This design comes from an exercise in tuning for small area and a short achievable clock period on the open sky130 flow, not from production work.
In this exercise RTL edits were held to simulation tests only and were not proved equivalent to the original.
No activity file was given, so power comes from the tool's default toggle rates.

Setup of run A:
==> flow/design.v (excerpt) <==
module FloatingPointMultiplierSingle (clk,reset,en,inputA,inputB,result, OF);
input clk,reset,en;
input [31:0] inputA, inputB;
output reg [31:0] result;
output OF;
wire [31:0] A = inputA;
wire [31:0] B = inputB;
wire [23:0] ma = {1'b1, A[22:0]};
wire [23:0] mb = {1'b1, B[22:0]};
wire pp1 = ma[0] & mb[0];
wire pp2 = ma[0] & mb[1];
wire pp3 = ma[0] & mb[2];
wire pp4 = ma[0] & mb[3];
wire pp5 = ma[0] & mb[4];
wire pp6 = ma[0] & mb[5];
wire pp7 = ma[0] & mb[6];
wire pp8 = ma[0] & mb[7];
wire pp9 = ma[0] & mb[8];
wire pp10 = ma[0] & mb[9];
wire pp11 = ma[0] & mb[10];
wire pp12 = ma[0] & mb[11];
wire pp13 = ma[0] & mb[12];
wire pp14 = ma[0] & mb[13];
wire pp15 = ma[0] & mb[14];
wire pp16 = ma[0] & mb[15];
wire pp17 = ma[0] & mb[16];
wire pp18 = ma[0] & mb[17];
wire pp19 = ma[0] & mb[18];
wire pp20 = ma[0] & mb[19];
wire pp21 = ma[0] & mb[20];
wire pp22 = ma[0] & mb[21];
wire pp23 = ma[0] & mb[22];
wire pp24 = ma[1] & mb[0];
wire pp25 = ma[1] & mb[1];
wire pp26 = ma[1] & mb[2];
wire pp27 = ma[1] & mb[3];
  ...
make LEC_CHECK=0 CAP_MARGIN=20 CORE_MARGIN=2 CORE_UTILIZATION=45 SETUP_SLACK_MARGIN=4 SLEW_MARGIN=20 TNS_END_PERCENT=100 finish   # period 11.0 ns
run.sh (not shown) runs the stock make flow with config.mk's settings and CLKGATE_MAP_FILE= SYNTH_SCRIPT=/design/flow/synth_recipe.tcl, a recipe that flattens the netlist after the stock synthesis.
Run A: flow completed, timing, DRC and antenna clean
The following lists how run B was set up differently from run A:
Settings: clearing SETUP_SLACK_MARGIN, which used to be 4; clearing TNS_END_PERCENT, which used to be 100.
==> comparison <==
- Diff run A -> run B: critical path arrival picked up an extra 0.66 ns, wire length lost 0.75%, reported net switching power neither gained nor lost much.
- Summary of run B over run A: tightest hold margin barely changed; maximum operating frequency fell by about 9%; worst voltage drop across the vdd grid higher; cell area now sits lower; fill cell instance count of the final layout increased 24.
- Between run A and run B, the flow reports cell-internal power decreasing slightly.
- From run A to run B the numbers moved as follows: worst-skew pair later-pin latency essentially unchanged; part of the power in the clock network now sits at about the same level.
Relative to run B, the following input files were edited for run C:
Settings: ABC_CLOCK_PERIOD_IN_PS now 4000, previously not set.
### Flow results
Delta (run C minus run B): chip height has remained practically unchanged, final antenna diode count has remained practically unchanged, number of hold violations in the final report has remained practically unchanged. On synthesized area, run C tracks run B almost exactly.

Setup of the previous run:
Another version of the RTL of FloatingPointMultiplierSingle (not shown whole).
For scale: ~2,400 cells after synthesis, about 100 I/O pins, roughly 0.021 mm2 of cells after synthesis.
clock: 11.0 ns
lec_check: 0
cap_margin: 20
core_margin: 2
core_utilization: 45
setup_slack_margin: 4
slew_margin: 20
tns_end_percent: 100
The previous run closes out successfully: all stages finished, all timing, DRC and antenna checks passed.
> inputs changed (the previous run -> the current run)
==> flow/flow/run.sh (new file) <==
#!/bin/bash
# Standard ORFS layout, except that Yosys's generic ABC pass before full-adder
# extraction is skipped (SYNTH_ARGS=-noabc), so the hand-written adder tree is
# mapped to full-adder cells without extra inverters. Registers are unchanged.
set -euo pipefail
bash standard.sh SYNTH_ARGS=-noabc finish > standard.log 2>&1
==> flow/standard.sh (new file) <==
#!/bin/bash
# synth_recipe.tcl (not shown) runs the flow's synth.tcl, then flattens the netlist and writes it again
# the make line also repeats each setting of config.mk as NAME=value (left out here)
make -C /OpenROAD-flow-scripts/flow DESIGN_CONFIG=/design/flow/config.mk WORK_HOME=/design/flow/orfs CLKGATE_MAP_FILE= SYNTH_SCRIPT=/design/flow/synth_recipe.tcl "${@:-finish}"
removed: flow/run.sh
Findings:
On worst slew margin relative to its limit, the higher figure sits with the previous run, not the current run. | multi-input logic portion of the cell area | the current run vs the previous run | 2.4 points higher |. Re max-capacitance violation count: no difference whatsoever between the current run and the previous run. The area of placed instances in the current run sits 710 um2 below the value recorded for the previous run. NOTE post-route cell area the previous run->the current run decreased by a few percent. Against the previous run as the reference, the current run delivers a lower register-to-register slack. Compared with the previous run, the current run shows a lower die area. Between the previous run and the current run, the difference in growth of design area from synthesis to finish is negligible. When the current run is set beside the previous run, its total nets after synthesis turns out to be 6.3% smaller. Proportion of power drawn by the clock network in the current run is 0.5 points higher than in the previous run.

build 57:
Another version of the RTL of FloatingPointMultiplierSingle (not shown whole).
For scale: about 120 flip-flops, about 100 I/O pins, about 19000 µm² of cells after synthesis.
clock: 11.0 ns
lec_check: 0
cap_margin: 20
core_margin: 2
core_utilization: 45
cts_buf_list: sky130_fd_sc_hd__clkbuf_4 sky130_fd_sc_hd__clkbuf_8
setup_slack_margin: 5
slew_margin: 20
tns_end_percent: 100
standard.sh (not shown) runs the stock make flow with config.mk's settings and CLKGATE_MAP_FILE= SYNTH_SCRIPT=/design/flow/synth_recipe.tcl, a recipe that flattens the netlist after the stock synthesis.
==> flow/flow/run.sh <==
#!/bin/bash
# Standard ORFS layout with two changes: Yosys's generic ABC pass before
# full-adder extraction is skipped (SYNTH_ARGS=-noabc), so the hand-written
# adder tree maps to full-adder cells without extra inverters; and the port
# buffers are buf_2 cells instead of the default delay-buffer choice.
# The timing repair aims for 5.3 ns of setup slack (SETUP_SLACK_MARGIN).
# Registers are unchanged. ORFS writes each tool's log under orfs/logs.
set -euo pipefail
bash standard.sh SYNTH_ARGS=-noabc "BUFFER_PORTS_ARGS=-buffer_cell sky130_fd_sc_hd__buf_2" SETUP_SLACK_MARGIN=5.3 finish > standard.log 2>&1
Build 57 finished end to end and its layout was clean on timing, DRC and antenna.
Setup changes, build 57 to build 9
--- a/flow/flow/run.sh
+++ b/flow/flow/run.sh
@@ -6 +5,0 @@
-# The timing repair aims for 5.3 ns of setup slack (SETUP_SLACK_MARGIN).
@@ -9 +8 @@
-bash standard.sh SYNTH_ARGS=-noabc "BUFFER_PORTS_ARGS=-buffer_cell sky130_fd_sc_hd__buf_2" SETUP_SLACK_MARGIN=5.3 finish > standard.log 2>&1
+bash standard.sh SYNTH_ARGS=-noabc "BUFFER_PORTS_ARGS=-buffer_cell sky130_fd_sc_hd__buf_2" finish > standard.log 2>&1
==> comparison <==
- The number of gates resized after cts of build 9 falls short of that of build 57 by 57.
- For wire length of the first global-routing pass, build 9 and build 57 come out practically identical.
- Comparing build 9 against build 57, there is no change at all in non-clock buffer count.
Setup changes, build 9 to build 62
--- a/flow/flow/run.sh
+++ b/flow/flow/run.sh
@@ -5,0 +6 @@
+# The timing repair aims for 5.6 ns of setup slack (SETUP_SLACK_MARGIN).
@@ -8 +9 @@
-bash standard.sh SYNTH_ARGS=-noabc "BUFFER_PORTS_ARGS=-buffer_cell sky130_fd_sc_hd__buf_2" finish > standard.log 2>&1
+bash standard.sh SYNTH_ARGS=-noabc "BUFFER_PORTS_ARGS=-buffer_cell sky130_fd_sc_hd__buf_2" SETUP_SLACK_MARGIN=5.6 finish > standard.log 2>&1
Going from build 9 to build 62, via total after detailed routing went up; count of buffers not belonging to the clock network in the layout increased by 58 relative to the old numbers; internal reg-to-reg setup slack higher; portion of the clock cycle consumed by the worst path in the final layout fell 0.64 points.
For number of inserted filler cells in the final layout, dividing the value from build 62 by the value from build 9 gives 0.949.
Build 62 vs build 9, launch point of the critical path: inputB[3] vs inputB[9]
Power came out higher on build 62 than on build 9.
Setup changes, build 62 to build 24
- CTS_CLUSTER_DIAMETER: unset -> 150
- CTS_CLUSTER_SIZE: unset -> 30
- CTS_BUF_LIST: sky130_fd_sc_hd__clkbuf_4 sky130_fd_sc_hd__clkbuf_8 -> sky130_fd_sc_hd__clkbuf_8 sky130_fd_sc_hd__clkbuf_16
--- a/flow/flow/run.sh
+++ b/flow/flow/run.sh
@@ -6 +5,0 @@
-# The timing repair aims for 5.6 ns of setup slack (SETUP_SLACK_MARGIN).
@@ -9 +8 @@
-bash standard.sh SYNTH_ARGS=-noabc "BUFFER_PORTS_ARGS=-buffer_cell sky130_fd_sc_hd__buf_2" SETUP_SLACK_MARGIN=5.6 finish > standard.log 2>&1
+bash standard.sh SYNTH_ARGS=-noabc "BUFFER_PORTS_ARGS=-buffer_cell sky130_fd_sc_hd__buf_2" finish > standard.log 2>&1
Notes after the runs:
The final layout from build 24, which completed every stage, passed the timing, DRC and antenna checks at the end of the flow.
Build 62 has completed all stages; timing, DRC and antenna checks passed.
Final clock period utilization by the worst path: higher on build 24
Across both runs, utilization was lower for build 24 than for build 62.
From build 62 to build 24 the numbers moved as follows: design area now smaller; fmax went down by about 3.5%; combinational power went down by 14%; worst hold-check slack level.
What build 62 reported for total area of multi-input combinational cells has to be multiplied by 0.939 to get the figure for build 24.
Compare build 62 and build 24 | fraction of standard cell area in multi-input logic higher: build 24
The inputs of build 1 differ from those of build 24 as listed below.
- swapping sky130_fd_sc_hd__clkbuf_8 sky130_fd_sc_hd__clkbuf_16 for sky130_fd_sc_hd__clkbuf_4 sky130_fd_sc_hd__clkbuf_8 in CTS_BUF_LIST
- clearing CTS_CLUSTER_SIZE, which used to be 30
- clearing CTS_CLUSTER_DIAMETER, which used to be 150
--- a/flow/flow/run.sh
+++ b/flow/flow/run.sh
@@ -5 +5 @@
-# buffers are buf_2 cells instead of the default delay-buffer choice.
+# buffers are buf_1 cells instead of the default delay-buffer choice.
@@ -8 +8 @@
-bash standard.sh SYNTH_ARGS=-noabc "BUFFER_PORTS_ARGS=-buffer_cell sky130_fd_sc_hd__buf_2" finish > standard.log 2>&1
+bash standard.sh SYNTH_ARGS=-noabc "BUFFER_PORTS_ARGS=-buffer_cell sky130_fd_sc_hd__buf_1" finish > standard.log 2>&1
--- outcome ---
- Build 24 has completed all stages; timing, DRC and antenna checks passed.
- Build 1 went all the way through synthesis, placement and routing and the layout is clean on timing, DRC and antenna.
- Per the comparison of build 1 with build 24, final cell area excluding filler cells now sits lower, final cycle utilization of the critical path dropped 0.84 points, multi-input gate share of total cell area has increased, final cell count higher, final hold violation count about even.
- Clock group share of total power for build 1 is lower than for build 24.
- [compare] base=build 24 new=build 1: global-route usage ~0 delta, clock power lower.
> inputs changed (build 1 -> build 54)
- CTS_BUF_LIST removed (was sky130_fd_sc_hd__clkbuf_4 sky130_fd_sc_hd__clkbuf_8)
--- a/flow/flow/run.sh
+++ b/flow/flow/run.sh
@@ -5 +5 @@
-# buffers are buf_1 cells instead of the default delay-buffer choice.
+# buffers are buf_4 cells instead of the default delay-buffer choice.
@@ -8 +8 @@
-bash standard.sh SYNTH_ARGS=-noabc "BUFFER_PORTS_ARGS=-buffer_cell sky130_fd_sc_hd__buf_1" finish > standard.log 2>&1
+bash standard.sh SYNTH_ARGS=-noabc "BUFFER_PORTS_ARGS=-buffer_cell sky130_fd_sc_hd__buf_4" finish > standard.log 2>&1
Results
Build 54 completed every stage of the flow, and the final layout passed the timing, DRC and antenna checks.
Maximum frequency: build 54 vs build 1 up about 0.53%
Compared with build 1, build 54 is hungrier on power.
STATUS wire length: build 54 loses against build 1
When the final numbers for build 1 and build 54 were put side by side, the minimum hold slack turned out to be greater in build 1.
On layout overhead on the synthesized area, the lower figure sits with build 1, not build 54.
Detailed route wirelength on metal3 (higher): build 54
Compared build 54 vs build 1, and count of non-CTS buffers in the layout is down in build 54.
Compared with build 1, in build 54 cts-stage hold buffer count flat, combinational power climbed about 3%.

-- separate check: timing with driven ports --
The results above use ideal ports. As a check the final layouts listed here were re-extracted and re-timed, cells and wires unchanged. Step 1 assumes that a clkbuf_16 drives the clock port and a buf_2 every other input. Step 2 times the ports against the registers' clock, not the clock port: input delays grow and output delays shrink by t, the midpoint of the rising clock arrivals with the driver on. a / b / c = ideal ports / drivers / drivers and shift; a / b = the first two.
run	shift t [ns]	setup WS [ns]	cell pins on the clock port's net
run A	0.413	4.080 / 4.104 / 3.690	1
run B	0.414	3.419 / 3.445 / 3.031	1
run C	0.414	3.419 / 3.445 / 3.031	1
the previous run	0.430	4.264 / 4.296 / 3.865	1
the current run	0.440	4.160 / 4.188 / 3.748	1
build 57	0.520	5.123 / 5.108 / 4.588	1
build 9	0.506	5.120 / 5.136 / 4.630	1
build 62	0.508	5.190 / 5.168 / 4.660	1
build 24	0.476	4.979 / 5.003 / 4.527	1
build 1	0.502	5.071 / 5.093 / 4.591	1
build 54	0.483	5.102 / 5.132 / 4.649	1
After both steps every run listed still meets setup and hold. For build 57, which loses most, drivers alone change the setup slack by -0.015 ns; drivers and shift together by -0.535 ns.
